This design comes from an exercise in tuning for small area, a short achievable clock period and few clock cycles on the open sky130 flow, not from production work. Function was checked by simulation only, so behaviour that the tests miss may differ from the original.

$ cat design/flow/config.mk
export PLATFORM = sky130hd
export DESIGN_NAME = muldiv
export DESIGN_NICKNAME = muldiv
export VERILOG_FILES = /design/flow/design.v
export SDC_FILE = /design/flow/constraint.sdc
export NUM_CORES = 4
export LEC_CHECK = 0
export CAP_MARGIN = 20
export CORE_MARGIN = 2
export CORE_UTILIZATION = 40
export PLACE_DENSITY = 0.6
export SLEW_MARGIN = 20
$ cat design/flow/constraint.sdc
create_clock -name core_clock -period 5.0 [get_ports {clk}]
set_input_delay 1.0000 -clock core_clock [delete_from_list [all_inputs] [get_ports {clk}]]
set_output_delay 1.0000 -clock core_clock [all_outputs]
set_load 0.01 [all_outputs]
$ cat design/flow/design.v
module muldiv (
    input  wire        clk,
    input  wire        rst,
    input  wire        start,
    input  wire        op,
    input  wire [31:0] a,
    input  wire [31:0] b,
    output reg         done,
    output reg         divby0,
    output wire [31:0] hi,
    output wire [31:0] lo
);
localparam IDLE = 3'd0, PREP = 3'd1, MSTEP = 3'd2, DSTEP = 3'd3, FIX1 = 3'd4, FIX2 = 3'd5;
reg  [2:0]  state;
reg  [31:0] H, L;
reg         Lx;           
reg  [32:0] Y;            
reg  [4:0]  cnt;          
reg         opr, an, bn, zq, swp;
reg         bs1, bs2, bs4, bsc, binv, bcin;
assign hi = H;
assign lo = L;
function [4:0] blen;
    input [31:0] v;
    integer i;
    begin
        blen = 5'd0;
        for (i = 0; i < 31; i = i + 1)
            if (v[i] ^ v[31]) blen = i + 1;
    end
endfunction
wire [4:0] lza = blen(a);
wire [4:0] lzb = blen(b);
wire       pa  = a[31] & ~|(~a[31:1] & a[30:0]);
wire [5:0] La  = {1'b0, lza} + {5'd0, pa};
wire [5:0] Lb  = {1'b0, lzb} | {5'd0, (lzb == 5'd0)};
wire [6:0] kd  = {1'b0, La} - {1'b0, Lb};
wire       zq_in  = kd[6];
wire       swp_in = (lza < lzb);
wire [4:0] lm     = swp_in ? lza : lzb;
wire       by0    = (b == 32'd0);
wire [35:0] Yx = {{3{Y[32]}}, Y};
wire [35:0] X  = ({36{bs1}} & Yx)
               | ({36{bs2}} & {Yx[34:0], 1'b0})
               | ({36{bs4}} & {Yx[33:0], 2'b00})
               | {34'd0, bsc, bsc};
wire [35:0] Bop = X ^ {36{binv}};
wire [35:0] Aop = {Lx, Lx, Lx, L, 2'b00};
wire [35:0] S   = Aop + Bop + {35'd0, bcin};
wire [4:0]  shamt = opr ? cnt : {~cnt[3:0], 1'b0};
wire [32:0] shin  = (opr | ~swp) ? Y : {L[31], L};
wire [32:0] shout = shin << shamt;
wire [29:0] Hsh = H[29:0];
wire [29:0] Hp1 = Hsh + 30'd1;
wire [29:0] Hm1 = Hsh - 30'd1;
wire [29:0] Hc  = (S[35:34] == 2'b01) ? Hp1 : (S[35:34] == 2'b11) ? Hm1 : Hsh;
reg  [29:0] mask;
integer mi;
always @(*) begin
    for (mi = 0; mi < 30; mi = mi + 1)
        mask[mi] = ({cnt, 1'b0} <= (6'd29 - mi));
end
wire [31:0] Hmul = {(mask & Hc) | (~mask & Hsh), S[33:32]};
function [2:0] booth;    
    input [2:0] x;
    begin
        booth[2] = x[1] ^ x[0];
        booth[1] = (x[2] & ~x[1] & ~x[0]) | (~x[2] & x[1] & x[0]);
        booth[0] = x[2] & ~(x[1] & x[0]);
    end
endfunction
wire [2:0] bprep = booth({shout[31:30], shout[29] & (cnt != 5'd0)});
wire [2:0] bstep = booth({H[29:28], H[27] & (cnt != 5'd1)});
wire nq  = an ^ bn;
wire sub = ~nq;
wire acc = ~(S[35] ^ an);
always @(posedge clk) begin
    if (rst) begin
        state  <= IDLE;
        done   <= 1'b0;
        divby0 <= 1'b0;
    end else begin
        done <= 1'b0;
        case (state)
            IDLE: if (start) begin
                divby0 <= op & by0;
                if (op & by0) begin
                    done <= 1'b1;
                end else begin
                    state <= PREP;
                end
            end
            PREP: begin
                if (!opr)      state <= MSTEP;
                else if (zq) begin
                    state <= IDLE;
                    done  <= 1'b1;
                end else       state <= DSTEP;
            end
            MSTEP: if (cnt == 5'd0) begin
                state <= IDLE;
                done  <= 1'b1;
            end
            DSTEP: if (cnt == 5'd0) state <= FIX1;
            FIX1: if (nq) state <= FIX2;
                  else begin
                      state <= IDLE;
                      done  <= 1'b1;
                  end
            FIX2: begin
                state <= IDLE;
                done  <= 1'b1;
            end
            default: state <= IDLE;
        endcase
    end
end
always @(posedge clk) begin
    {bs1, bs2, bs4, bsc, binv, bcin} <= 6'd0;
    case (state)
        IDLE: begin
            L   <= a;
            Lx  <= a[31];
            Y   <= {b[31], b};
            opr <= op;
            an  <= a[31];
            bn  <= b[31];
            zq  <= zq_in;
            swp <= swp_in;
            cnt <= op ? kd[4:0] : {1'b0, lm[4:1]};
            bsc  <= op & a[31] & ~zq_in;
            binv <= op & a[31] & ~zq_in;
        end
        PREP: begin
            if (!opr) begin
                H  <= shout[31:0];
                if (!swp) Y <= {L[31], L};
                L  <= 32'd0;
                Lx <= 1'b0;
                {bs1, bs2, binv} <= bprep;
                bcin <= bprep[0];
            end else if (zq) begin
                H  <= S[33:2];
                L  <= 32'd0;
            end else begin
                Y  <= shout;
                {Lx, L} <= S[34:2];
                H  <= {32{nq}};
                bs4  <= 1'b1;
                binv <= sub;
                bcin <= sub;
            end
        end
        MSTEP: begin
            H <= Hmul;
            L <= S[31:0];
            cnt <= cnt - 5'd1;
            {bs1, bs2, binv} <= bstep;
            bcin <= bstep[0];
        end
        DSTEP: begin
            if (acc) {Lx, L} <= S[34:2];
            H <= {H[30:0], acc ^ nq};
            Y <= {Y[32], Y[32:1]};
            cnt <= cnt - 5'd1;
            if (cnt == 5'd0) begin
                bsc  <= an;
                bcin <= an;
            end else begin
                bs4  <= 1'b1;
                binv <= sub;
                bcin <= sub;
            end
        end
        FIX1: begin
            H <= S[33:2];
            L <= H;
            bsc  <= 1'b1;
            bcin <= 1'b1;
        end
        FIX2: begin
            L <= S[33:2];
        end
        default: ;
    endcase
end
endmodule
$ cat design/flow/run.sh
#!/bin/bash
# synth_recipe.tcl (not shown) runs the flow's synth.tcl, then flattens the netlist and writes it again
# the make line also repeats each setting of config.mk as NAME=value (left out here)
make -C /OpenROAD-flow-scripts/flow DESIGN_CONFIG=/design/flow/config.mk WORK_HOME=/design/flow/orfs CLKGATE_MAP_FILE= SYNTH_SCRIPT=/design/flow/synth_recipe.tcl finish
==> summary.txt, run 1 <==
The flow ran to the end and the layout has no timing, DRC or antenna violations. STA classifies the critical path startpoint as a flop. The number of hold-slack violations in the final timing report came out at 0.

The number of diodes is 0. The portion of the post-synthesis area used by sequential elements is 0.228. The top cell types in the final layout, fill and taps aside, are sky130_fd_sc_hd__nand2_1 (221), sky130_fd_sc_hd__a21oi_1 (193), sky130_fd_sc_hd__buf_4 (187). The insertion delay of the later-clocked pin in the worst-skew pair came out at 0.45 ns.

The final setup TNS came out at 0 ns. The final-layout worst hold slack is 0.503 ns.

The library cell used most frequently in the layout, excluding fill and tap cells, is sky130_fd_sc_hd__nand2_1. Clock-pin slew was measured on the worst setup and hold paths at ~0.060 ns. The number of clock buffers added by TritonCTS is 17. The via count normalized by instance count is 6.48.

The area of the mapped netlist came out at 0.0152 mm2. The H-tree level count came out at 4. The share of synthesized registers carrying an async set or reset came out at 0. The number of cells produced by synthesis is 2023. The initial antenna violation count was 1. The number of distinct standard cells referenced by the synthesized netlist is 76. Setup violations remaining at the end of the flow were counted as 0. The total global routing track utilization came out at 0.357. The detail route stage leaves a number of antenna-violating nets equal to 0. The longest clock path from root to sink contains 2 buffers.

Entering global routing, the biggest net connects 59 pins. For this block, the initial DRC count from the detailed router was 2340. The placed cell area is 0.0180 mm2.

CTS placed an instance of sky130_fd_sc_hd__clkbuf_16 at the clock tree root. The final layout contains roughly 2300 nets. The final max-slew violation count is 0. In this run, post-CTS hold repair placed 0 buffers. Dividing the final minimum period by the clock period gives 0.947. The largest fanout of any net on the critical path is 10. The clock tree skew after final layout came out at about 0.016 ns. The die span in y came out at 199 um. The total DRC errors in the routed layout is 0. Headroom to the max-slew limit came out at 0.261. STA classifies the critical path endpoint as a flop. Counting I/O delays and the setup requirement, the final critical path takes 4.73 ns. The path class of the tightest hold or removal check is flop to flop. The global route total overflow came out at 0. Of the post-synthesis cell area, the dominant cell type holds 0.214.

The utilization of the core after routing is 0.499. The data required time at the worst endpoint is 5.16 ns. The number of global-route vias before repair came out at 16142. The floorplan step set the die width to between 150 and 200 um. The total area inside the core boundary comes to 0.0375 mm2. The post-detailed-route wirelength per cell is 26.2 um. The CTS tree is yes.

The floorplan step defined a die boundary enclosing a little under 0.04 mm2. The wire length of the first global-routing pass is 104 mm.

With fillers left out, the area of the finished cells amounts to 0.0187 mm2. The total number of vias is 17687. The total routed wirelength came out at 71.4 mm. Dividing the synthesized area by the synthesized cell count gives 7.49 um2. Counting flops with a built-in enable in the synthesized netlist gives 108. The weighted congestion reported at the end of routability-driven placement came out at 1.00. The flop and latch count out of synthesis came out at between 100 and 150. Ranked by total cell area, the synthesized netlist is headed by sky130_fd_sc_hd__edfxtp_1 (21%), sky130_fd_sc_hd__a21oi_1 (6.5%), sky130_fd_sc_hd__mux2i_1 (6.5%). The detailed placer's ending HPWL is 56.1 mm. Counting every net in the synthesized netlist gives 2148. By startpoint and endpoint, the worst setup path is classified as flop to flop.

The sink count of the clock tree came out at about 120. The number of port buffers is between 100 and 150. During I/O placement, the number of pins put on the boundary was 134. The number of maximum-capacitance constraint violations is 0. The pin slew with the least headroom to its limit came out at 1.11 ns. The number of warnings printed during yosys synthesis came out at 1. For this run, the top clock speed supported by timing is 211 MHz. sky130_fd_sc_hd__edfxtp_1 takes more of the synthesized area than any other cell.

The worst endpoint data arrival time is 4.89 ns. Relative to the synthesized area, the layout overhead comes to 23.4%. The layout cell share with drive strength beyond 1 came out at 0.131. The initial core utilization is 0.404. The most used flip-flop cell after synthesis is sky130_fd_sc_hd__edfxtp_1. The first detailed-routing pass took 10 iterations. The site row count is 71.
==> stage by stage <==
step | setup WS [ns] | cells
finish | 0.267 | 2730
global route | -0.0154 | 2730
CTS | 0.000993 | 2727
detailed placement | -0.811 | 2695
global placement | -0.830 | 2695
floorplan | 0.0298 | 2023
==> sequential cells by signal, summed over array words and instances, names as in the netlist, 3 cells and up <==
signal / flops
cnt: 5
H: 32
Y: 33
L: 32
state: 3
==> logic make-up after synthesis <==
| logic type | share of synthesized area |
|---|---|
| mux | 0.0795 |
| fa+ha+maj | 0.0485 |
| xor+xnor | 0.0589 |
| compound gates | 0.320 |
| flops | 0.228 |
| buf+inv | 0.0562 |
| simple gates | 0.209 |
==> final timing paths <==
path                        from                   to  depth (start not counted)  slack [ns]
max              Y[14]$_DFFE_PP_      H[25]$_DFFE_PP_                         17        0.27
min          divby0$_SDFFE_PP0P_  divby0$_SDFFE_PP0P_                          2        0.50
max reg2reg      Y[14]$_DFFE_PP_      H[25]$_DFFE_PP_                         17        0.27
min reg2reg  divby0$_SDFFE_PP0P_  divby0$_SDFFE_PP0P_                          2        0.50
==> what timing repair did <==
action / 4_1_cts / 5_1_grt
buffers inserted: 0 / 3
setup endpoints to repair: 7 / 8
gates resized for setup: 8 / 29
pin swaps: 3 / 13
==> Yosys cell counts (10+ instances only) <==
cell and number:
sky130_fd_sc_hd__a211oi_1 36, sky130_fd_sc_hd__a21o_1 41, sky130_fd_sc_hd__a21oi_1 198, sky130_fd_sc_hd__a221o_1 10, sky130_fd_sc_hd__a221oi_1 23, sky130_fd_sc_hd__a222oi_1 50, sky130_fd_sc_hd__a22oi_1 13, sky130_fd_sc_hd__a31oi_1 32
sky130_fd_sc_hd__and2_1 12, sky130_fd_sc_hd__and3_1 23, sky130_fd_sc_hd__buf_1 25, sky130_fd_sc_hd__clkbuf_1 127, sky130_fd_sc_hd__dfxtp_1 11, sky130_fd_sc_hd__edfxtp_1 108, sky130_fd_sc_hd__ha_1 54, sky130_fd_sc_hd__inv_1 64
sky130_fd_sc_hd__mux2_2 19, sky130_fd_sc_hd__mux2i_1 99, sky130_fd_sc_hd__nand2_1 221, sky130_fd_sc_hd__nand2b_1 32, sky130_fd_sc_hd__nand3_1 45, sky130_fd_sc_hd__nand4_1 11, sky130_fd_sc_hd__nor2_1 168, sky130_fd_sc_hd__nor2b_1 31
sky130_fd_sc_hd__nor3_1 51, sky130_fd_sc_hd__nor4_1 22, sky130_fd_sc_hd__o211ai_1 21, sky130_fd_sc_hd__o21a_1 16, sky130_fd_sc_hd__o21ai_0 144, sky130_fd_sc_hd__o21bai_1 12, sky130_fd_sc_hd__o22ai_1 28, sky130_fd_sc_hd__o31ai_1 15
sky130_fd_sc_hd__or3_1 24, sky130_fd_sc_hd__or4_1 14, sky130_fd_sc_hd__xnor2_1 76, sky130_fd_sc_hd__xor2_1 26
==> metal layers <==
layer,global-route usage,up-vias,wire [um]
met2,0.549,979,31300
met3,0.0565,175,6250
met5,0,-,0
li1,-,8058,-
met4,0.166,0,3750
met1,0.489,8475,30100
==> area by class of cell <==
type	count	area [um2]
multi-input cells	1679	11000
clock buffers	20	489
fillers	3805	18800
repair buffers	322	2790
inverters	67	251
flip-flops and latches	119	3470
clock inverters	12	116
well taps	511	639
==> critical path, stage by stage, from the launching register on <==
cell and delay, ns:
sky130_fd_sc_hd__edfxtp_1 0.47, sky130_fd_sc_hd__buf_4 0.20, sky130_fd_sc_hd__a222oi_1 0.30, sky130_fd_sc_hd__xnor2_1 0.18, sky130_fd_sc_hd__ha_1 0.31, sky130_fd_sc_hd__a21o_1 0.18, sky130_fd_sc_hd__a21oi_1 0.17, sky130_fd_sc_hd__o21bai_1 0.11
sky130_fd_sc_hd__a221o_1 0.32, sky130_fd_sc_hd__a21o_1 0.20, sky130_fd_sc_hd__a22oi_1 0.28, sky130_fd_sc_hd__o21a_1 0.62, sky130_fd_sc_hd__a31oi_1 0.22, sky130_fd_sc_hd__buf_4 0.23, sky130_fd_sc_hd__mux2i_1 0.19, sky130_fd_sc_hd__a211oi_1 0.10
sky130_fd_sc_hd__a31oi_1 0.24, sky130_fd_sc_hd__a22oi_1 0.12
Testbench counts, summed over its fixed seeds: cycles 11,934.
==> run 2, diff against run 1 <==
==> design/flow/flow/run.sh (new file) <==
#!/bin/bash
# The standard layout, with the smallest buffer on each port (the standard
# flow picks a delay cell). Each tool's own log stays under orfs/logs/.
set -euo pipefail
export BUFFER_PORTS_ARGS="-buffer_cell sky130_fd_sc_hd__buf_1"
bash standard.sh > flow.log 2>&1
==> design/flow/standard.sh (new file) <==
#!/bin/bash
# synth_recipe.tcl (not shown) runs the flow's synth.tcl, then flattens the netlist and writes it again
# the make line also repeats each setting of config.mk as NAME=value (left out here)
make -C /OpenROAD-flow-scripts/flow DESIGN_CONFIG=/design/flow/config.mk WORK_HOME=/design/flow/orfs CLKGATE_MAP_FILE= SYNTH_SCRIPT=/design/flow/synth_recipe.tcl "${@:-finish}"
removed: design/flow/run.sh
==> run 2 against run 1 <==
Effect of this change: cell count fell by 2.7%; non-clock buffer count is 74 lower; flip-flop and latch count is the same; die area unchanged; utilization fell by 3.8 points; critical path type is now input pin to flop; largest cell class unchanged; highest routed layer unchanged.
==> summary.txt, run 2 <==
The flow ran to the end and the layout has no timing, DRC or antenna violations. Ranked by instance count, the synthesized netlist is headed by sky130_fd_sc_hd__nand2_1 (221), sky130_fd_sc_hd__a21oi_1 (198), sky130_fd_sc_hd__nor2_1 (168), sky130_fd_sc_hd__o21ai_0 (144), sky130_fd_sc_hd__clkbuf_1 (127). The cell family contributing the most delay on the critical path is compound AO/OA/AOI/OAI gates. Among all flip-flop cells after synthesis, the most frequent one is sky130_fd_sc_hd__edfxtp_1. Among all cell types in the netlist, the one instantiated most often is sky130_fd_sc_hd__nand2_1.

The total number of vias is 17455. The post-detailed-route wirelength per cell came out at 26.1 um. The total overflow left after global routing is 0. The pin slew with the least headroom to its limit is between 1 and 1.5 ns.

The layout cell share with drive strength beyond 1 came out at 0.100. The worst setup path is of the input pin to flop kind. Summing every instance area after synthesis gives 0.0152 mm2. The number of logic stages on the critical path including buffering came out at 24.

The site row count is a little over 70. TritonCTS built the clock tree. The final-layout worst hold slack is 0.480 ns. Averaged over all synthesized cells, the footprint is approximately 7.5 um2. The die span in x is between 150 and 200 um.

By area, the combinational part of the netlist is dominated by compound AO/OA/AOI/OAI gates. Of the synthesized area, sequential elements account for 0.228. The number of failing setup endpoints in the final timing report is 0. The flop and latch count out of synthesis is 119. The critical path goes through clkbuf_4, and3_4, nor2_4, o21ai_1, a2111oi_2, a31oi_1, o21ai_1, a22oi_1, o22ai_1, o21ai_1, a311o_1, or4_4, nand3_2, ha_1, inv_1, ha_2, inv_1, fa_2, inv_2, a21o_1, a21oi_2, o31a_1, nand4b_1, nand2_1.

The tightest min-delay check is of the flop to flop type. The destination of the critical timing path is binv$_DFF_P_. The area of the die came out at roughly 0.039 mm2. The die is 199 um tall. The wire length of the first global-routing pass came out at 102 mm.

For this block, the initial DRC count from the detailed router was 2384. Ranked by flip-flop count, first place goes to Y.

For this run, the total global-route usage over all layers was measured as 0.347. Counting I/O delays and the setup requirement, the final critical path takes between 4 and 5 ns. For this run, asynchronously set or reset flops after synthesis account for 0. The data required time at the worst endpoint is 5.39 ns. The cell with the most instances on the worst path is sky130_fd_sc_hd__o21ai_1. 134 I/O pins were placed. The initial antenna violation count came out at 2. Dividing the detail-routed via count by the number of cells gives 6.57. The sink count of the clock tree is 119. The final max-slew violation count came out at 0. The number of hold-slack violations in the final timing report came out at 0. The post-synthesis simple-gate area fraction came out at 0.209.

In the layout the commonest cells are sky130_fd_sc_hd__nand2_1 (221), sky130_fd_sc_hd__a21oi_1 (193), sky130_fd_sc_hd__nor2_1 (165). In the final layout, the registers with the most flip-flops are Y x33, H x32, L x32. The weighted congestion reported at the end of routability-driven placement came out at roughly 1. The biggest area contributor in the post-synthesis netlist is sky130_fd_sc_hd__edfxtp_1. Leaving out fill and tap cells, the most frequent cell in the layout is sky130_fd_sc_hd__nand2_1. The number of global-route vias before repair came to 16097. The clock transition time at the flip-flop clock pins of the worst setup and hold paths came out at 0.07 ns. The net count of the finished layout is about 2300. After synthesis, the netlist uses 76 different library cells. The least setup slack across all paths after layout came out at roughly 0.3 ns.

Tracing the worst setup path back leads to its startpoint at b[31]. In this run the critical register-to-register path is captured at H[19]$_DFFE_PP_. The worst setup path is captured at a flop. The detailed-router iteration count before antenna repair is 10. The H-tree level count came out at 4. The number of flip-flops under the largest register name is 33. In the routed design, unresolved DRC markers number 0. The number of buffer and inverter stages on the critical path is 4. The share of the synthesized netlist area taken by xor and xnor gates came out at 0.0589.

Of all nets on the critical path, the largest fanout is 3. In the synthesized netlist, the number of instances is 2023. The post-placement setup slack came out at -0.286 ns. The clock tree skew after final layout came out at 0.0177 ns. The reg-to-reg critical path startpoint is Y[14]$_DFFE_PP_.

Compared with the post-synthesis result, the final layout area differs by 14.1%. The library cell contributing the largest single delay on the critical path is sky130_fd_sc_hd__or4_4. The number of nets with antenna violations after detailed routing is 0.

The number of enable-type register cells in the synthesized netlist came out at 108. The initial utilization of the core area, before any placement, comes to 0.404. The area of the placeable core came out at 0.0375 mm2. The post-synth net total came out at 2148. The hold buffer count at CTS is 0.

The final worst-path cycle share came out at 0.941. The number of warnings printed during yosys synthesis is 1. The nature of the critical path startpoint is an input pin. The number of maximum-capacitance constraint violations is 0. Ranked by total cell area, the synthesized netlist is headed by sky130_fd_sc_hd__edfxtp_1 (21%), sky130_fd_sc_hd__a21oi_1 (6.5%), sky130_fd_sc_hd__mux2i_1 (6.5%). The peak clock frequency supported by timing came out at between 200 and 250 MHz. The largest net degree at the start of global routing came out at 58. Measured in cells, the most critical reg-to-reg path has a length of 16.

The number of fill cells in the layout came out at 3919. Clock latency on the worst-skew pair, taken at its later pin, is between 0.4 and 0.5 ns. The number of clock buffers inserted by TritonCTS came out at 17. The relative max-transition margin came out at 0.329. The share of the synthesized area in the top cell type is 0.214. The CTS root buffer is sky130_fd_sc_hd__clkbuf_16. The largest incremental delay on the critical path came out at 0.42 ns. The mux share of post-synthesis cell area came out at 0.0795. The detailed placer's ending HPWL came out at 53.7 mm. The register-to-register setup slack is about 0.32 ns.

Input and output buffers added on the ports amount to 133. The total routed wirelength is 69.4 mm. Setup repair after global routing left no endpoint under its margin. The synthesized-area fraction occupied by ao, oa, aoi and oai cells was 0.320.

At the worst endpoint, the arrival time is 5.09 ns. For this run, the share of the core covered by cells in the final layout is 0.462. The adder-cell area share of the yosys netlist is 0.0485. The largest buffer count on any clock path came out at 2.
-- run 2: final cells by class --
cell class	instances	area, um2	area share
multi-input cells	1679	11000	0.634
flip-flops and latches	119	3470	0.201
repair buffers	248	1390	0.0805
well taps	511	639	0.0370
clock buffers	17	425	0.0246
inverters	67	251	0.0145
clock inverters	15	159	0.00918
diodes	1	2.50	0.000145
-- run 2: per-layer routing --
layer	vias to the layer above	wire, um	share of wire	track usage
met5	-	0	0	0
met4	0	4000	0.058	0.189
met3	205	7060	0.10	0.0756
met2	1043	30300	0.44	0.531
met1	8298	28100	0.40	0.454
li1	7909	-	-	-
-- run 2: worst register-to-register path: cells and delay by family, from the launching register on --
| family | cells | cell delay (ns) |
|---|---|---|
| AO/OA/AOI/OAI | 12 | 2.91 |
| XOR/XNOR | 1 | 0.12 |
| adder cells (fa/ha/maj) | 1 | 0.37 |
| buffers and inverters | 1 | 0.27 |
| flip-flops | 1 | 0.53 |
| AND/OR/NAND/NOR | 1 | 0.21 |
-- run 2: logic make-up (layout without fill, tap and decap cells) --
logic type | count (synthesis) | in the layout
AO/OA/AOI/OAI | 728 | 728
XOR/XNOR | 102 | 102
adder cells (fa/ha/maj) | 57 | 57
buffers and inverters | 225 | 347
flip-flops | 119 | 119
multiplexers | 118 | 118
other | 0 | 1
AND/OR/NAND/NOR | 674 | 674
-- run 2: how the worst min path moves through the flow --
stage / cells after the start / from / end / slack (ns)
after floorplan: 2 / divby0$_SDFFE_PP0P_ / divby0$_SDFFE_PP0P_ / 0.47
after global placement: 2 / divby0$_SDFFE_PP0P_ / divby0$_SDFFE_PP0P_ / 0.47
after detailed placement: 2 / divby0$_SDFFE_PP0P_ / divby0$_SDFFE_PP0P_ / 0.46
after CTS: 2 / divby0$_SDFFE_PP0P_ / divby0$_SDFFE_PP0P_ / 0.48
after global routing: 2 / divby0$_SDFFE_PP0P_ / divby0$_SDFFE_PP0P_ / 0.53
final: 2 / divby0$_SDFFE_PP0P_ / divby0$_SDFFE_PP0P_ / 0.48
-- run 2: through the flow --
stage | instances | setup TNS [ns] | instance area, um2
after floorplan | 2023 | 0 | 15200
after global placement | 2624 | -1.16 | 16700
after detailed placement | 2624 | -0.971 | 16700
after CTS | 2656 | 0 | 17200
after global routing | 2656 | 0 | 17300
final | 2657 | 0 | 17300
-- run 2: what timing repair did --
item,in CTS,in global routing
buffers inserted,0,0
endpoints found under the setup margin,0,12
resized for setup,0,19
==> run 3, diff against run 2 <==
--- a/design/flow/design.v
+++ b/design/flow/design.v
@@ -40,4 +40,5 @@
 wire [4:0] lm     = swp_in ? lza : lzb;
 wire       by0    = (b == 32'd0);
+wire       zq0    = swp_in & ~pa;
 wire [35:0] Yx = {{3{Y[32]}}, Y};
 wire [35:0] X  = ({36{bs1}} & Yx)
@@ -85,5 +86,5 @@
             IDLE: if (start) begin
                 divby0 <= op & by0;
-                if (op & by0) begin
+                if (op & (by0 | zq0)) begin
                     done <= 1'b1;
                 end else begin
@@ -120,5 +121,6 @@
     case (state)
         IDLE: begin
-            L   <= a;
+            H   <= a;
+            L   <= a & {32{~(op & zq0)}};
             Lx  <= a[31];
             Y   <= {b[31], b};
==> run 3 against run 2 <==
Effect of this change: cell area decreased by 2.2%; critical path type is now flop to flop; global-route usage is 0.47 points lower; clock skew fell by 0.0021 ns; synthesized cell count fell by 4.8%; maximum frequency is 1.5% lower; cell count fell by 6.1%; still clean on timing, DRC and antenna.
==> summary.txt, run 3 <==
The run finished with no timing, DRC or antenna violations. The number of setup buffers added after CTS is 0. For the finished layout, the period the worst path requires is ~4.8 ns. From synthesis to final layout, the design area changed by 13.4%. The number of port buffers came out at 133. The wire length of the first global-routing pass came out at ~100 mm.

Counting tap cells, the placed design contains a total of 2464 instances. The peak clock frequency supported by timing came out at 209 MHz. The total number of vias is ~17000. The number of hold-slack violations in the final timing report is 0. The post-layout instance area came out at roughly 0.017 mm2. In this run, synthesis produced a sequential element count of 119. The clock tree skew after final layout came out at around 0.016 ns. Across every metal layer, demand over resource in global routing totals 0.342. The filler cells instantiated in the layout total 3769.

The number of enable-type register cells in the synthesized netlist is ~110. The total routed wirelength is between 60 and 70 mm. At the later pin of the worst-skew pair, clock insertion delay measures 0.46 ns. Of all nets on the critical path, the largest fanout is 36. Counting flops per register, the top entry is Y. The number of distinct standard cells referenced by the synthesized netlist is 88.

The die span in y is ~200 um. After detailed routing, the number of vias per cell comes to 6.90. The share of synthesized registers carrying an async set or reset is 0.

In this run the deepest clock path goes through 2 buffers. STA classifies the critical path endpoint as a flop. Entering global routing, the biggest net connects 56 pins. At the end of routability-driven placement, the weighted congestion stood at just under 1. The critical path in this run is classified as flop to flop.

The number of clock buffers inserted by TritonCTS came out at 17. The kind of path behind the tightest hold check is flop to flop. Ranked by total cell area, the synthesized netlist is headed by sky130_fd_sc_hd__edfxtp_1 (22%), sky130_fd_sc_hd__o21ai_0 (5.4%), sky130_fd_sc_hd__mux2i_1 (4.8%). The relative max-transition margin came out at 0.247. The initial utilization of the core area, before any placement, comes to 0.406. The detailed-router iteration count before antenna repair came out at 11. The die span in x came out at between 150 and 200 um.

The library cell used most frequently in the layout, excluding fill and tap cells, is sky130_fd_sc_hd__nand2_1. The number of cells on the worst reg-to-reg path is 14. The library cells used most frequently in the layout, excluding fill and tap cells, are sky130_fd_sc_hd__nand2_1 (184), sky130_fd_sc_hd__o21ai_0 (160), sky130_fd_sc_hd__nor2_1 (154). After clock tree synthesis, the flow added hold-fix buffers numbering 0. The instance count along the most critical hold path came out at 2. The portion of the post-synthesis area used by sequential elements is 0.232. The commonest cells after synthesis are sky130_fd_sc_hd__nand2_1 (184), sky130_fd_sc_hd__o21ai_0 (162), sky130_fd_sc_hd__nor2_1 (157), sky130_fd_sc_hd__clkbuf_1 (136), sky130_fd_sc_hd__a21oi_1 (116).

The leading area contributor after synthesis is sky130_fd_sc_hd__edfxtp_1. The layout cell share with drive strength beyond 1 is 0.101. The worst setup path is launched from a flop.

The number of maximum-capacitance constraint violations is 0. The placed cell area is about 0.016 mm2. The area of the placeable core is 0.0367 mm2. The synthesized area per cell is 7.75 um2. Counting every instance in the synthesized netlist gives 1925.

The number of global-route vias before repair is 15516. Data arrives at the worst endpoint at 5.10 ns. The clock transition time at the flip-flop clock pins of the worst setup and hold paths is 0.07 ns. Among all cell types in the netlist, the one instantiated most often is sky130_fd_sc_hd__nand2_1. Summing every instance area after synthesis gives 0.0149 mm2. Setup violations remaining at the end of the flow were counted as 0. In the synthesized netlist the dominant register cell turns out to be sky130_fd_sc_hd__edfxtp_1.

The pin slew with the least headroom to its limit came out at 1.12 ns. The post-synth net total came out at ~2100. The data required time at the worst endpoint is between 5 and 6 ns. The final net count is 2140.

The count of nets left with antenna violations once routing finished came out at 0. The post-detailed-route wirelength per cell is 27.3 um. TritonCTS built the clock tree. The detailed placer's ending HPWL is roughly 53 mm. In the finished design, the share of the clock period the worst path needs comes to 0.955. The final max-slew violation count is 0.

The area of the die came out at 0.0389 mm2. The iteration-0 DRC count of the detailed router is 2397. The number of antenna diodes in the final layout is 0.

The H-tree level count came out at 4. The largest registers in the layout are Y x33, H x32, L x32. The number of warnings printed during yosys synthesis is 1. The initial antenna violation count is 0. Setup repair after global routing left no endpoint under its margin.

The register with the most flip-flops in the layout has 33 of them. After detailed routing, the number of remaining DRC violations is 0. The global route total overflow came out at 0.

The number of I/O pins is 134. The sink count of the clock tree is 119. The tree is rooted in a sky130_fd_sc_hd__clkbuf_16.

The final instance count without filler cells came out at 2496. The share of the synthesized area in the top cell type came out at 0.217. The site row count came out at 70.
-- run 3: cell count changes after synthesis, moves of 18 or more --
cell	previous run	this run
sky130_fd_sc_hd__a21o_1	41	19
sky130_fd_sc_hd__a21oi_1	198	116
sky130_fd_sc_hd__a221o_1	10	35
sky130_fd_sc_hd__a222oi_1	50	31
sky130_fd_sc_hd__mux2i_1	99	72
sky130_fd_sc_hd__nand2_1	221	184
sky130_fd_sc_hd__nand3_1	45	63
sky130_fd_sc_hd__nand3b_1	3	28
sky130_fd_sc_hd__nand4_1	11	30
sky130_fd_sc_hd__o21ai_0	144	162
sky130_fd_sc_hd__o221ai_1	9	33
-- run 3: stage by stage --
stage	setup TNS, ns	worst slack, ns	utilization	hold WS (ns)
floorplan	0	0.100	-	0.470
global placement	-0.667	-0.236	0.443	0.445
detailed placement	-0.626	-0.221	0.444	0.466
CTS	0	0.220	0.460	0.475
global route	0	0.00431	0.461	0.525
finish	0	0.223	0.461	0.469
-- run 3: worst max-delay path: stages (launching register included) --
cell	delay, ns
sky130_fd_sc_hd__dfxtp_1	0.30
sky130_fd_sc_hd__buf_4	0.24
sky130_fd_sc_hd__a222oi_1	0.41
sky130_fd_sc_hd__xnor2_1	0.11
sky130_fd_sc_hd__ha_1	0.37
sky130_fd_sc_hd__o21ai_0	0.12
sky130_fd_sc_hd__o21ba_2	0.24
sky130_fd_sc_hd__a211oi_1	0.65
sky130_fd_sc_hd__o2111a_1	0.36
sky130_fd_sc_hd__o41a_1	0.39
sky130_fd_sc_hd__buf_12	0.23
sky130_fd_sc_hd__nand2_1	0.28
sky130_fd_sc_hd__mux2_2	0.38
sky130_fd_sc_hd__or4_1	0.46
sky130_fd_sc_hd__nand3_1	0.09
-- run 3: routing by layer --
metal | vias to the layer above | share of wire | GRT usage | routed length [um]
met5 | - | 0 | 0 | 0
met4 | 0 | 0.055 | 0.169 | 3780
met3 | 209 | 0.10 | 0.0599 | 7080
met2 | 1111 | 0.43 | 0.523 | 29600
met1 | 8260 | 0.41 | 0.466 | 27800
li1 | 7650 | - | - | -
-- run 3: timing repair --
item,in CTS,in global routing
setup endpoints to repair,0,2
endpoints found under the hold margin,0,0
gates resized for setup,0,8
-- run 3: path summary, 6_finish.rpt --
kind	start	slack, ns	end
worst max-delay path	bs1$_DFF_P_	0.22	H[30]$_DFFE_PP_
worst min-delay path	divby0$_SDFFE_PP0P_	0.47	divby0$_SDFFE_PP0P_
worst max register to register	bs1$_DFF_P_	0.22	H[30]$_DFFE_PP_
worst min register to register	divby0$_SDFFE_PP0P_	0.47	divby0$_SDFFE_PP0P_
-- run 3: final cells by class --
| cell class | instances | area [um2] | share of cell area |
|---|---|---|---|
| clock inverters | 14 | 175 | 0.0104 |
| well taps | 468 | 586 | 0.0346 |
| inverters | 50 | 188 | 0.0111 |
| repair buffers | 236 | 1340 | 0.0791 |
| flip-flops and latches | 119 | 3470 | 0.205 |
| multi-input cells | 1591 | 10700 | 0.635 |
| clock buffers | 18 | 429 | 0.0254 |
-- run 3: logic make-up after synthesis --
group | synth area share
AO/OA/AOI/OAI | 0.312
AND/OR/NAND/NOR | 0.227
adder cells (fa/ha/maj) | 0.0493
buffers and inverters | 0.0562
flip-flops | 0.232
multiplexers | 0.0653
XOR/XNOR | 0.0581
Testbench counts of run 3, summed over its fixed seeds: cycles 11,676.
==> run 4, diff against run 3 <==
--- a/design/flow/config.mk
+++ b/design/flow/config.mk
@@ -10,3 +10,4 @@
 export CORE_UTILIZATION = 40
 export PLACE_DENSITY = 0.6
+export SETUP_SLACK_MARGIN = 0.5
 export SLEW_MARGIN = 20
==> run 4 against run 3 <==
Effect of this change: still clean; area after synthesis unchanged; die area is the same; cell count increased by 1.2%; setup slack improved by 0.18 ns; critical path depth is 5 lower; critical path type unchanged.
==> summary.txt, run 4 <==
The top register by number of flip-flops is Y. In the layout the commonest cells are sky130_fd_sc_hd__nand2_1 (181), sky130_fd_sc_hd__o21ai_0 (159), sky130_fd_sc_hd__nor2_1 (152). In the post-synthesis netlist, the cell with the most instances is sky130_fd_sc_hd__nand2_1. The total DRC errors in the routed layout came out at 0.

The largest fanout of any net on the critical path is 30. The via count normalized by instance count came out at 6.90. Yosys attributes the largest share of cell area to sky130_fd_sc_hd__edfxtp_1 (22%), sky130_fd_sc_hd__o21ai_0 (5.4%), sky130_fd_sc_hd__mux2i_1 (4.8%). The number of cells traversed by the worst register-to-register path is 9.

The number of distinct standard cells referenced by the synthesized netlist came out at 88. The CTS tree is yes. The area of the mapped netlist came out at 0.0149 mm2.

Sorting the synthesized cells by how often they occur yields sky130_fd_sc_hd__nand2_1 (184), sky130_fd_sc_hd__o21ai_0 (162), sky130_fd_sc_hd__nor2_1 (157), sky130_fd_sc_hd__clkbuf_1 (136), sky130_fd_sc_hd__a21oi_1 (116). The kind of end point of the critical path is a flop. The wire length of the first global-routing pass is 104 mm. The area of the die came out at 0.0389 mm2. The sequential standard cell area is approximately 0.0035 mm2.

The time the worst path needs with I/O delays and setup came out at 4.59 ns. In the final layout, the registers with the most flip-flops are Y x33, H x32, L x32.

The number of global-route vias before repair is 15805. Relative to the synthesized area, the layout overhead comes to 15.9%. The number of fill cells in the layout came out at 3696. The endpoint identified for the worst register-to-register timing path is H[28]$_DFFE_PP_.

The number of cells produced by synthesis came out at 1925. Across the run, the number of max-cap violations was 0. The peak clock frequency supported by timing is 218 MHz. The run finished with no timing, DRC or antenna violations. The number of warnings printed during yosys synthesis is 1.

Entering global routing, the biggest net connects between 50 and 60 pins. The total global routing track utilization is 0.356. The sink count of the clock tree is 119. The weighted congestion reported at the end of routability-driven placement came out at 0.987. In this run the critical register-to-register path is launched from opr$_DFFE_PP_. The beginning of the worst hold path is divby0$_SDFFE_PP0P_.

The most common cell after layout, fill and taps aside is sky130_fd_sc_hd__nand2_1. Yosys mapped a number of flops with a built-in enable equal to 108. The clock transition time at the flip-flop clock pins of the worst setup and hold paths is roughly 0.060 ns. The detailed-router iteration count before antenna repair is 12. The worst hold path terminates at divby0$_SDFFE_PP0P_.

The final max-slew violation count came out at 0. The post-detailed-route wirelength per cell came out at 28.0 um. The hold buffer count at CTS came out at 0.

STA puts the critical path data required time at 5.18 ns. The number of flip-flops under the largest register name is 33. The synthesized area per cell came out at 7.75 um2. The insertion delay of the later-clocked pin in the worst-skew pair is 0.45 ns. The portion of the post-synthesis area used by sequential elements came out at 0.232. The site row count is 70. Setup repair after global routing could not meet its margin everywhere. The area of the placeable core came out at 0.0367 mm2. The instance count along the most critical hold path is 2. The total number of vias is 17427. The area of combinational cells with multiple inputs is 0.0109 mm2. The largest buffer count on any clock path is 2.

The layout cell share with drive strength beyond 1 is 0.126. The count of buffers added on input and output ports is 133. The global route total overflow is 0. The flop and latch count out of synthesis is 119. Among all flip-flop cells after synthesis, the most frequent one is sky130_fd_sc_hd__edfxtp_1. Counting the buffers created by CTS gives 17. The final worst-path cycle share is 0.919. The initial core utilization is 0.406.

The register-to-register setup slack came out at 0.41 ns. The share of the synthesized area in the top cell type is 0.217. The detailed placer's ending HPWL came out at 54.5 mm. Measured against its own limit, the worst slew margin works out to 0.167. The nature of the critical path startpoint is a flop. Clock skew on the completed layout was measured at 0.0121 ns.

Data arrives at the worst endpoint at ~4.8 ns. The pin slew with the least headroom to its limit is between 1 and 1.5 ns. The H-tree level count came out at 4. The number of failing setup endpoints in the final timing report is 0.

The biggest area contributor in the post-synthesis netlist is sky130_fd_sc_hd__edfxtp_1. The number of hold-slack violations in the final timing report is 0. In this run the horizontal extent of the chip is 197 um. In this run, the number of DRC markers left after iteration 0 of detailed routing was 2713. The number of diodes came out at 0. The CTS root buffer is sky130_fd_sc_hd__clkbuf_16. Across all hold checks on the routed design, the worst slack comes to ~0.47 ns. The detail route stage leaves a number of antenna-violating nets equal to 0. In this run the worst setup path begins at opr$_DFFE_PP_.

Counting flops with an async set or reset pin after synthesis yields a share of 0. The total routed wirelength is 70.6 mm. The kind of path behind the tightest hold check is flop to flop.

The post-synth net total came out at a little over 2000. 134 I/O pins were placed. The worst setup path is of the flop to flop kind.

The final net count is 2169. The die span in y came out at slightly below 200 um. The initial antenna violation count is 1.
run 4: worst max path at each step:
stage	to	slack, ns	cells after the start
2_1_floorplan	binv$_DFF_P_	0.46	21
3_3_place_gp	binv$_DFF_P_	-0.02	22
3_5_place_dp	bsc$_DFF_P_	-0.07	22
4_1_cts	bsc$_DFF_P_	0.50	22
5_1_grt	H[19]$_DFFE_PP_	0.43	16
6_report	H[28]$_DFFE_PP_	0.41	9
run 4: logic make-up after synthesis:
kind of cell | Yosys count | synth area share
compound gates | 664 | 0.312
xor+xnor | 99 | 0.0581
fa+ha+maj | 57 | 0.0493
mux | 92 | 0.0653
flops | 119 | 0.232
simple gates | 679 | 0.227
buf+inv | 215 | 0.0562
run 4: per-stage QoR:
| stage | area (um2) | TNS [ns] | utilization | setup WS, ns | cells |
|---|---|---|---|---|---|
| 2_1_floorplan | 15000 | 0 | - | 0.462 | 1925 |
| 3_3_place_gp | 16400 | -0.0237 | 0.448 | -0.0171 | 2480 |
| 3_5_place_dp | 16400 | -0.138 | 0.448 | -0.0703 | 2480 |
| 4_1_cts | 17000 | 0 | 0.464 | 0.504 | 2514 |
| 5_1_grt | 17300 | 0 | 0.471 | 0.430 | 2525 |
| 6_report | 17300 | 0 | 0.471 | 0.407 | 2525 |
run 4: critical path, cell delays in order (launching register included):
cell and delay (ns):
sky130_fd_sc_hd__edfxtp_1 0.66, sky130_fd_sc_hd__mux2_2 0.66, sky130_fd_sc_hd__o221ai_1 0.42, sky130_fd_sc_hd__mux2i_1 0.11, sky130_fd_sc_hd__o21ai_0 0.97, sky130_fd_sc_hd__mux2i_1 0.59
sky130_fd_sc_hd__mux2i_1 0.47, sky130_fd_sc_hd__o21ai_0 0.13, sky130_fd_sc_hd__a21oi_1 0.20, sky130_fd_sc_hd__nand3_1 0.11
run 4: timing repair:
action,CTS,global route
endpoints found under the setup margin,14,53
pin swaps,2,16
resized for setup,6,38
buffers inserted,2,11
run 4: per-layer routing:
layer  routed length [um]  vias up  share of wire  track usage
li1                     -     7700              -            -
met1                28600     8349           0.40        0.481
met2                31200     1170           0.44        0.551
met3                 7390      206           0.10       0.0683
met4                 3480        2          0.049        0.158
met5                   16        -        0.00023            0
run 4: final cells by class:
class	count	area share
sequential	119	0.200
multi-input combinational	1591	0.631
inverter	50	0.0109
tap	468	0.0339
clock inverter	14	0.00782
timing repair buffer	265	0.0917
clock buffer	18	0.0248
==> run 5, diff against run 4 <==
--- a/design/flow/config.mk
+++ b/design/flow/config.mk
@@ -9,4 +9,5 @@
 export CORE_MARGIN = 2
 export CORE_UTILIZATION = 40
+export GPL_TIMING_DRIVEN = 0
 export PLACE_DENSITY = 0.6
 export SETUP_SLACK_MARGIN = 0.5
==> run 5 against run 4 <==
Effect of this change: first-iteration DRC count up 1.1%; flip-flop and latch count unchanged; setup slack got worse by 0.054 ns; via count grew 5.9%; still clean on timing, DRC and antenna.
==> summary.txt, run 5 <==
The placed cell area came out at 0.0161 mm2. The total routed wirelength is around 85 mm. The iteration-0 DRC count of the detailed router came out at 2743.

The wire length of the first global-routing pass is about 120 mm. Of the available clock period, the critical path in the final layout requires 0.929. Before antenna repair, the detailed router went through 13 iterations. The number of global-route vias before repair is 16665. The total global routing track utilization came out at 0.426. In the layout the commonest cells are sky130_fd_sc_hd__nand2_1 (179), sky130_fd_sc_hd__nor2_1 (153), sky130_fd_sc_hd__o21ai_0 (147). For the pin with the worst max-slew slack, the measured transition is 1.19 ns. The relative max-transition margin came out at 0.197. The number of flip-flops under the largest register name came out at 33.

The synthesized area per cell came out at just under 8 um2. After detailed routing, the number of remaining DRC violations is 0. The worst setup path is captured at a flop. The number of maximum-capacitance constraint violations came out at 0. The worst setup path is of the flop to flop kind.

For this run, the number of Yosys warnings is 1. The number of port buffers is 117. The run finished with no timing, DRC or antenna violations. The time the worst path needs with I/O delays and setup is 4.65 ns. Summing all multi-input logic gate instances after layout gives ~0.011 mm2. The number of enable-type register cells in the synthesized netlist is 108. The finished layout holds 2582 standard cells, fillers aside. The number of I/O pins is 134.

The area of the die came out at 0.0389 mm2. The cell with the most instances on the worst path is sky130_fd_sc_hd__o21ai_0. The sequential standard cell area is 0.00346 mm2. The mapped netlist covers ~0.015 mm2. The largest registers in the layout are Y x33, H x32, L x32.

The least setup slack across all paths after layout came out at around 0.35 ns. Once layout is done, the placed cells without fillers occupy 0.0176 mm2. The largest incremental delay on the critical path came out at roughly 0.79 ns.

The number of nets with antenna violations after detailed routing came out at 0. The die span in x is just under 200 um. The largest buffer count on any clock path is 2. Of the cells placed in the final design, the portion with a size suffix greater than 1 is 0.132. STA puts the critical path data arrival time at 4.95 ns.

The kind of path behind the tightest hold check is flop to flop. Of the post-synthesis cell area, the dominant cell type holds 0.217. At the placement stage, the worst setup path has a slack of -1.33 ns.

The die span in y is slightly below 200 um. The share of synthesized registers carrying an async set or reset is 0. Setup violations remaining at the end of the flow were counted as 0. Ranked by total cell area, the synthesized netlist is headed by sky130_fd_sc_hd__edfxtp_1 (22%), sky130_fd_sc_hd__o21ai_0 (5.4%), sky130_fd_sc_hd__mux2i_1 (4.8%). TritonCTS built the clock tree.

The initial antenna violation count came to 2. The clock tree skew after final layout is 0.0157 ns. The insertion delay of the later-clocked pin in the worst-skew pair came out at between 0.4 and 0.5 ns. The final max-slew violation count is 0.

The detailed placer's ending HPWL is 66.8 mm. After detailed placement, the design holds a cell count of around 2500. The number of cells produced by synthesis is a little under 2000. The data required time at the worst endpoint came out at 5.31 ns.

The synthesis-to-layout area growth came out at 18.3%. The weighted congestion reported at the end of routability-driven placement came out at between 1 and 1.5. Summed over all instances, the cell type with the most area after synthesis is sky130_fd_sc_hd__edfxtp_1. The library cell used most frequently in the layout, excluding fill and tap cells, is sky130_fd_sc_hd__nand2_1.

The final net count came out at ~2200. The signal on the critical path passes through inv_1, mux2i_2, clkbuf_1, nand3_1, o21ai_1, mux2i_1, o211ai_1, o21ai_0, o21ai_0. The sink count of the clock tree is 119. Of all nets on the critical path, the largest fanout is 10. The most common cell in the synthesized netlist is sky130_fd_sc_hd__nand2_1.

After synthesis, the netlist uses 88 different library cells. The number of diodes came out at 0. The number of clock buffers inserted by TritonCTS is 17. The via count normalized by instance count is 7.15. The site row count is 70. The global route total overflow came out at 0.

The area of the placeable core came out at 0.0367 mm2. The total number of vias is approximately 18000. Ranked by flip-flop count, first place goes to Y. The clock transition time at the flip-flop clock pins of the worst setup and hold paths is 0.06 ns. The portion of the post-synthesis area used by sequential elements is 0.232. The filler cells instantiated in the layout total 3758. The peak clock frequency supported by timing came out at 215 MHz.

The post-synth net total came out at 2050. The flop and latch count out of synthesis is between 100 and 150. The largest individual stage delay along the critical path comes from the cell sky130_fd_sc_hd__edfxtp_1. The hold buffer count at CTS came out at 0. The nature of the critical path startpoint is a flop.

The largest net degree at the start of global routing came out at 21. The initial core utilization came out at 0.406. The number of hold-slack violations in the final timing report is 0.

The most frequently used flop master after synthesis is sky130_fd_sc_hd__edfxtp_1. The post-detailed-route wirelength per cell came out at 32.9 um. By count the netlist is led by sky130_fd_sc_hd__nand2_1 (184), sky130_fd_sc_hd__o21ai_0 (162), sky130_fd_sc_hd__nor2_1 (157), sky130_fd_sc_hd__clkbuf_1 (136), sky130_fd_sc_hd__a21oi_1 (116). CTS placed an instance of sky130_fd_sc_hd__clkbuf_16 at the clock tree root.

The utilization of the core after routing is 0.481. The clock tree synthesis step divided the H-tree into 4 levels. Setup repair after global routing could not meet its margin everywhere.
[run 5: cell counts after synthesis]
No cell type changed its count.
[run 5: timing repair]
action,4_1_cts,5_1_grt
cloned,2,1
endpoints found under the setup margin,120,106
resized for setup,122,126
pin swaps,22,47
setup buffers,12,21
[run 5: logic make-up after synthesis]
logic type	synth area share
simple gates	0.227
buf+inv	0.0562
mux	0.0653
flops	0.232
xor+xnor	0.0581
compound gates	0.312
fa+ha+maj	0.0493
[run 5: area by class of cell]
| cell class | count | share of cell area |
|---|---|---|
| Clock buffer | 26 | 0.0307 |
| Multi-Input combinational cell | 1593 | 0.634 |
| Buffer | 165 | 0.0496 |
| Sequential cell | 119 | 0.196 |
| Clock inverter | 6 | 0.00206 |
| Tap cell | 468 | 0.0332 |
| Inverter | 50 | 0.0109 |
| Timing Repair Buffer | 155 | 0.0436 |
[run 5: routing by layer]
metal,GRT usage,share of wire,up-vias
met3,0.123,0.14,294
met4,0.226,0.065,4
met1,0.580,0.40,8915
met2,0.606,0.40,1415
li1,-,-,7835
met5,0,0.00081,-
[run 5: worst paths after layout]
check,startpoint,slack (ns),endpoint,depth (start not counted)
hold reg to reg,divby0$_SDFFE_PP0P_,0.48,divby0$_SDFFE_PP0P_,2
hold / removal,divby0$_SDFFE_PP0P_,0.48,divby0$_SDFFE_PP0P_,2
setup / recovery,cnt[3]$_DFFE_PP_,0.35,Y[25]$_DFFE_PP_,9
setup reg to reg,cnt[3]$_DFFE_PP_,0.35,Y[25]$_DFFE_PP_,9
[run 5: through the flow]
stage | setup TNS [ns] | hold WS, ns
finish | 0 | 0.483
global route | 0 | 0.510
detailed placement | -69.56 | 0.473
global placement | -131.83 | 0.444
CTS | 0 | 0.488
floorplan | 0 | 0.470
[run 5: worst max-delay path: cells and delay by family (launching register included)]
kind	cells	cell delay (ns)
AO/OA/AOI/OAI	4	1.38
buffers and inverters	2	1.10
flip-flops	1	0.79
multiplexers	2	0.98
AND/OR/NAND/NOR	1	0.21
==> run 6, diff against run 5 <==
--- a/design/flow/config.mk
+++ b/design/flow/config.mk
@@ -9,6 +9,5 @@
 export CORE_MARGIN = 2
 export CORE_UTILIZATION = 40
-export GPL_TIMING_DRIVEN = 0
 export PLACE_DENSITY = 0.6
-export SETUP_SLACK_MARGIN = 0.5
+export SETUP_SLACK_MARGIN = 0.3
 export SLEW_MARGIN = 20
==> run 6 against run 5 <==
Effect of this change: still clean; first-iteration DRC count is 6.5% lower; global-route usage decreased by 6.8 points; critical path depth is 6 higher; critical endpoint is now H[31]$_DFFE_PP_.
==> summary.txt, run 6 <==
The largest net degree at the start of global routing came out at 56. The share of synthesized area in the top cell type comes to 0.217. The via count normalized by instance count came out at 6.86. The largest incremental delay on the critical path is 0.55 ns. The library cell contributing the largest single delay on the critical path is sky130_fd_sc_hd__o41a_4.

The final instance count without filler cells came out at 2516. The number of distinct standard cells referenced by the synthesized netlist came out at 88. The H-tree level count came out at 4. The clock tree skew after final layout is 0.0138 ns. The number of port buffers came out at 133.

The number of I/O pins came out at 134. The number of buffer and inverter stages on the critical path came out at 2. The final max-slew violation count is 0. The register-to-register setup slack is 0.46 ns.

The run finished with no timing, DRC or antenna violations. The top register by number of flip-flops is Y. After synthesis, the share of flip-flops with an asynchronous set or reset is 0. By count the netlist is led by sky130_fd_sc_hd__nand2_1 (184), sky130_fd_sc_hd__o21ai_0 (162), sky130_fd_sc_hd__nor2_1 (157), sky130_fd_sc_hd__clkbuf_1 (136), sky130_fd_sc_hd__a21oi_1 (116). The worst register-to-register path has a depth of 15. The instance count after placement with tap cells included came out at roughly 2500. The total number of vias is around 17000. In the global route stage, overall resource usage came out at 0.358.

The flop and latch count out of synthesis came out at 119. The setup path with the least slack is of type flop to flop. The largest registers in the layout are Y x33, H x32, L x32. The synthesized design spends more area on one cell type than any other, namely sky130_fd_sc_hd__edfxtp_1.

In this run the standard cell core region covers 0.0367 mm2. Tracing the worst setup path back leads to its startpoint at Y[11]$_DFFE_PP_. The peak clock frequency supported by timing is ~220 MHz.

The worst register-to-register path begins at Y[11]$_DFFE_PP_. The most numerous cell in the Yosys netlist is sky130_fd_sc_hd__nand2_1. For the final routed database, the setup TNS stands at 0 ns. The number of fill cells in the layout came out at 3716. Leaving out fill and tap cells, the most frequent cell in the layout is sky130_fd_sc_hd__nand2_1. The endpoint of the most critical register-to-register path is H[31]$_DFFE_PP_. The number of warnings printed during yosys synthesis came out at 1. The synthesis-to-layout area growth is 14.5%. The wire length of the first global-routing pass is just over 100 mm. Across the run, the number of max-cap violations was 0. The number of hold-slack violations in the final timing report is 0. The number of enable-type register cells in the synthesized netlist is 108.

On the final layout, the worst hold slack is 0.458 ns. The relative max-transition margin came out at 0.272. STA classifies the critical path endpoint as a flop. The nature of the critical path startpoint is a flop. The global route total overflow is 0. The post-synth net total is 2050. For this configuration, the core starts out at a cell density of 0.406.

After detailed routing, the number of remaining DRC violations is 0. In the synthesized netlist the dominant register cell turns out to be sky130_fd_sc_hd__edfxtp_1. The area of the mapped netlist is 0.0149 mm2. The final worst-path cycle share came out at 0.908.

The top cell types in the final layout, fill and taps aside, are sky130_fd_sc_hd__nand2_1 (184), sky130_fd_sc_hd__o21ai_0 (159), sky130_fd_sc_hd__nor2_1 (154). The area of the die came out at about 0.039 mm2. The destination of the critical timing path is H[31]$_DFFE_PP_. The detailed placer's ending HPWL is 55.5 mm.

The detailed-router iteration count before antenna repair came out at 10. Clock-pin slew was measured on the worst setup and hold paths at around 0.070 ns. The longest clock path from root to sink contains 2 buffers.

The cell family contributing the most delay on the critical path is compound AO/OA/AOI/OAI gates. The sink count of the clock tree came out at about 120. The pin slew with the least headroom to its limit came out at 1.08 ns. The weighted congestion reported at the end of routability-driven placement came out at 0.999. The min-delay analysis places its worst path in the category flop to flop. The final net count is 2159.

Measured along the y axis, the die boundary spans just under 200 um. The number of flip-flops under the largest register name came out at 33. The CTS tree is yes. The critical path goes through a222oi_1, xnor2_1, ha_1, a21o_1, a21o_1, a221o_1, a21o_1, o41a_4, buf_4, buf_4, nor4_1, a21oi_1, nor2_1, mux2i_1, a32oi_1. Measured along the x axis, the die boundary spans roughly 200 um. The largest fanout of any net on the critical path came out at 19. The layout cell share with drive strength beyond 1 came out at 0.109.

Setup violations remaining at the end of the flow were counted as 0. The floorplan has 70 rows. The count of nets left with antenna violations once routing finished came out at 0. The synthesized area per cell is between 7 and 8 um2. The number of logic stages on the critical path including buffering is 15. At the worst endpoint, the arrival time is around 4.7 ns. CTS placed an instance of sky130_fd_sc_hd__clkbuf_16 at the clock tree root.

Ranked by total cell area, the synthesized netlist is headed by sky130_fd_sc_hd__edfxtp_1 (22%), sky130_fd_sc_hd__o21ai_0 (5.4%), sky130_fd_sc_hd__mux2i_1 (4.8%). Setup repair after global routing could not meet its margin everywhere. The number of clock buffers inserted by TritonCTS is 17. The time the worst path needs with I/O delays and setup is 4.54 ns. The portion of the post-synthesis area used by sequential elements came out at 0.232.

The data required time at the worst endpoint is 5.18 ns. In the synthesized netlist, the number of instances is between 1500 and 2000. In this design, the critical path's most frequently occurring cell is sky130_fd_sc_hd__a21o_1. Clock latency on the worst-skew pair, taken at its later pin, is 0.45 ns. The initial antenna violation count came out at 3. The total routed wirelength came out at between 70 and 80 mm. The iteration-0 DRC count of the detailed router is 2566. After detailed routing, the average wire length per cell comes to 28.3 um.

The number of global-route vias before repair is 15823.
-- run 6: cell counts after synthesis --
Identical to the previous run, type by type.
-- run 6: worst min-delay path by stage --
stage	cells after the start	slack [ns]	startpoint	to
after floorplan	2	0.47	divby0$_SDFFE_PP0P_	divby0$_SDFFE_PP0P_
after global placement	2	0.44	divby0$_SDFFE_PP0P_	divby0$_SDFFE_PP0P_
after detailed placement	2	0.45	divby0$_SDFFE_PP0P_	divby0$_SDFFE_PP0P_
after CTS	2	0.46	divby0$_SDFFE_PP0P_	divby0$_SDFFE_PP0P_
after global routing	2	0.49	divby0$_SDFFE_PP0P_	divby0$_SDFFE_PP0P_
final	2	0.46	divby0$_SDFFE_PP0P_	divby0$_SDFFE_PP0P_
-- run 6: timing repair --
action	4_1_cts	5_1_grt
pin swaps	0	6
cloned	0	0
hold buffers	0	0
endpoints found under the setup margin	1	26
setup buffers	0	1
resized for setup	1	18
-- run 6: cells by family (layout without fill, tap and decap cells) --
group | Yosys count | count (layout) | synth area share
adders and majority gates | 57 | 57 | 0.0493
muxes | 92 | 92 | 0.0653
xor gates and xnor gates | 99 | 99 | 0.0581
other | 0 | 1 | 0
and+or+nand+nor | 679 | 679 | 0.227
AOI/OAI and AO/OA | 664 | 664 | 0.312
DFF | 119 | 119 | 0.232
buffers and inverters | 215 | 337 | 0.0562
-- run 6: through the flow --
step                utilization  instance area [um2]  worst slack (ns)
floorplan                     -                14900             0.321
global placement          0.447                16400           -0.0643
detailed placement        0.447                16400           -0.0608
CTS                       0.463                17000             0.339
global route              0.465                17100             0.224
finish                    0.465                17100             0.459
-- run 6: final cells by class --
| class | instances | area [um2] | area share |
|---|---|---|---|
| sequential | 119 | 3470 | 0.203 |
| clock inverter | 6 | 36.3 | 0.00212 |
| inverter | 50 | 188 | 0.0110 |
| multi-input combinational | 1591 | 10800 | 0.630 |
| tap | 468 | 586 | 0.0343 |
| clock buffer | 26 | 522 | 0.0305 |
| antenna | 1 | 2.50 | 0.000147 |
| timing repair buffer | 255 | 1520 | 0.0890 |
-- run 6: worst register-to-register path, cell delays in order (launching register included) --
cell	delay, ns
sky130_fd_sc_hd__edfxtp_1	0.50
sky130_fd_sc_hd__a222oi_1	0.40
sky130_fd_sc_hd__xnor2_1	0.17
sky130_fd_sc_hd__ha_1	0.26
sky130_fd_sc_hd__a21o_1	0.16
sky130_fd_sc_hd__a21o_1	0.18
sky130_fd_sc_hd__a221o_1	0.45
sky130_fd_sc_hd__a21o_1	0.24
sky130_fd_sc_hd__o41a_4	0.55
sky130_fd_sc_hd__buf_4	0.24
sky130_fd_sc_hd__buf_4	0.20
sky130_fd_sc_hd__nor4_1	0.26
sky130_fd_sc_hd__a21oi_1	0.14
sky130_fd_sc_hd__nor2_1	0.18
sky130_fd_sc_hd__mux2i_1	0.21
sky130_fd_sc_hd__a32oi_1	0.12
-- run 6: metal layers --
metal | track usage | share of wire | vias to the layer above
met5 | 0 | 0.00034 | -
met4 | 0.143 | 0.043 | 4
met3 | 0.0632 | 0.10 | 177
met2 | 0.559 | 0.45 | 1087
met1 | 0.491 | 0.41 | 8298
li1 | - | - | 7687
==> run 7, diff against run 6 <==
--- a/design/flow/config.mk
+++ b/design/flow/config.mk
@@ -6,4 +6,5 @@
 export NUM_CORES = 4
 export LEC_CHECK = 0
+export ABC_AREA = 1
 export CAP_MARGIN = 20
 export CORE_MARGIN = 2
==> run 7 against run 6 <==
Effect of this change: still clean on timing, DRC and antenna; utilization fell by 0.54 points; worst hold slack improved by 0.10 ns; global-route usage fell by 0.77 points; synthesized cell count rose by 18%; flip-flop and latch count did not move; cell count rose by 14%; sequential share of layout area rose by 0.34 points; register-to-register slack improved by 0.06 ns; highest routed layer is now met4.
==> summary.txt, run 7 <==
The run finished with no timing, DRC or antenna violations. The final setup TNS came out at 0 ns. The least setup slack across all paths after layout is 0.515 ns. The number of fill cells in the layout is between 3000 and 4000. The number of flip-flops under the largest register name is 33.

The wire-length estimate of the detail-placed layout is 54.7 mm. The detail route stage leaves a number of antenna-violating nets equal to 0. The post-synth net total is approximately 2400.

The share of the Yosys chip area taken by registers is 0.234. The wire length of the first global-routing pass is 101 mm. The largest net degree at the start of global routing came out at 56. The library cell used most frequently in the layout, excluding fill and tap cells, is sky130_fd_sc_hd__nand2_1. The clock reaches the later pin of the worst-skew pair after roughly 0.45 ns.

In this run the worst path has a maximum fanout of 10. The clock transition time at the flip-flop clock pins of the worst setup and hold paths is 0.07 ns. The total global routing track utilization is 0.351. The final layout contains routed wiring with a total length of around 69 mm.

The largest registers in the layout are Y x33, H x32, L x32. Relative to the synthesized area, the layout overhead comes to 13.5%. At the end of the flow, the number of nets in the layout was about 2500. The total DRC errors in the routed layout came out at 0. The worst hold path belongs to the class flop to flop. Counting flops with an async set or reset pin after synthesis yields a share of 0.

The number of hold buffers added after CTS was 0. The detailed-router iteration count before antenna repair is 6. The area of the mapped netlist came out at 0.0148 mm2. Traced cell by cell, the critical path runs through clkinvlp_4, o221ai_1, xor2_1, ha_1, nand2_1, nor2_1, inv_1, nor2_1, inv_1, nor4b_2, nand3_1, nand3_1, or2_2, nand2_1, inv_2, o21ai_1, a21oi_1, a21boi_2, o211a_1, or2_2, nand3_1, a32oi_1. The worst register-to-register path begins at bs4$_DFF_P_.

The die span in x is 196 um. The cell with the most instances on the worst path is sky130_fd_sc_hd__nand3_1. The total number of vias came out at between 15000 and 20000. The H-tree level count came out at 4.

The time the worst path needs with I/O delays and setup came out at between 4 and 5 ns. The number of global-route vias before repair came out at 15934. The final-layout worst hold slack came out at 0.559 ns. The flop and latch count out of synthesis is 119. In this run the clock root is driven by a sky130_fd_sc_hd__clkbuf_16. STA puts the critical path data arrival time at 4.76 ns. The initial antenna violation count came out at 0. Grouping stages by cell kind, the critical path spends the most delay in compound AO/OA/AOI/OAI gates.

sky130_fd_sc_hd__nand2_1 is the most common cell in the netlist. The largest buffer count on any clock path came out at 2. The number of cells produced by synthesis came out at 2273. The most frequently used flop master after synthesis is sky130_fd_sc_hd__edfxtp_1. The relative max-transition margin came out at 0.432.

The number of clock buffers inserted by TritonCTS is 17. The area of the placeable core is 0.0365 mm2. Leaving out fill and tap cells, the most frequent cells in the layout are sky130_fd_sc_hd__nand2_1 (616), sky130_fd_sc_hd__inv_1 (237), sky130_fd_sc_hd__o21ai_0 (203).
==> run 7: logic make-up (layout without fill, tap and decap cells) <==
kind of cell | after synthesis | in the layout | synth area share
and+or+nand+nor | 987 | 987 | 0.274
AOI/OAI and AO/OA | 606 | 606 | 0.262
buffers and inverters | 368 | 500 | 0.0979
xor gates and xnor gates | 123 | 123 | 0.0733
DFF | 119 | 119 | 0.234
adders and majority gates | 57 | 57 | 0.0497
muxes | 13 | 13 | 0.00879
==> run 7: cell type report <==
cell class	count	share of cell area
Inverter	258	0.0580
Clock buffer	17	0.0253
Clock inverter	15	0.00990
Multi-Input combinational cell	1786	0.597
Tap cell	468	0.0348
Sequential cell	119	0.206
Timing Repair inverter	1	0.000447
Timing Repair Buffer	209	0.0684
==> run 7: tightest hold or removal path: stages, from the launching register on <==
cell,delay [ns]
sky130_fd_sc_hd__dfxtp_1,0.33
sky130_fd_sc_hd__o21bai_1,0.14
sky130_fd_sc_hd__a21oi_1,0.04
==> run 7: through the flow <==
stage           util
2_1_floorplan      -
3_3_place_gp   0.439
3_5_place_dp   0.439
4_1_cts        0.455
5_1_grt        0.460
6_report       0.460
==> run 7: repair_timing <==
| item | in CTS | in global routing |
|---|---|---|
| buffers inserted | 0 | 2 |
| resized for setup | 0 | 48 |
| endpoints found under the setup margin | 0 | 26 |
==> run 7: path summary, 6_finish.rpt <==
kind              slack [ns]  cells after the start             endpoint
hold reg to reg         0.56                      2  divby0$_SDFFE_PP0P_
setup / recovery        0.51                     22      H[19]$_DFFE_PP_
hold / removal          0.56                      2  divby0$_SDFFE_PP0P_
setup reg to reg        0.51                     22      H[19]$_DFFE_PP_
==> run 7: layer usage <==
layer,part of all wire,track usage,vias up
li1,-,-,8083
met1,0.42,0.492,8210
met2,0.42,0.520,1000
met3,0.099,0.0447,150
met4,0.061,0.196,0
met5,0,0,-

[re-timing with driven ports]
How much do the figures lean on ideal ports? The routed layouts below were timed once more, with nothing changed but the port constraints.
Step 1: set_driving_cell puts a clkbuf_16 on clk and a buf_2 on each other input, an assumption about the parent block.
Step 2 adds t to the input delays and takes it off the output delays; t is the mean of the earliest and latest rising clock arrival at the registers after step 1. Input paths then give back, and output paths get back, about the clock's delay inside the block.
Slacks: no drivers / after step 1 / after step 2; pairs: no drivers / after step 1.
| run | t, ns | slack for setup (ns) | latest minus earliest clock arrival (ns) | worst register clock-pin slew, ns | cell pins on the clock port's net |
|---|---|---|---|---|---|
| run 1 | 0.490 | 0.267 / 0.267 / -0.108 | 0.016 / 0.017 | 0.07 / 0.07 | 1 |
| run 2 | 0.499 | 0.297 / 0.322 / -0.170 | 0.018 / 0.018 | 0.07 / 0.07 | 1 |
| run 3 | 0.502 | 0.223 / 0.223 / -0.196 | 0.016 / 0.015 | 0.07 / 0.07 | 1 |
| run 4 | 0.496 | 0.407 / 0.407 / 0.110 | 0.013 / 0.012 | 0.07 / 0.07 | 1 |
| run 5 | 0.520 | 0.353 / 0.353 / 0.077 | 0.016 / 0.016 | 0.07 / 0.07 | 1 |
| run 6 | 0.498 | 0.459 / 0.459 / 0.031 | 0.014 / 0.014 | 0.07 / 0.07 | 1 |
| run 7 | 0.504 | 0.515 / 0.515 / 0.172 | 0.017 / 0.017 | 0.07 / 0.07 | 1 |
Met with ideal ports but missed after step 2: setup timing in run 1, run 2 and run 3. For run 2, which loses most, drivers alone change the setup slack by +0.025 ns; drivers and shift together by -0.467 ns.
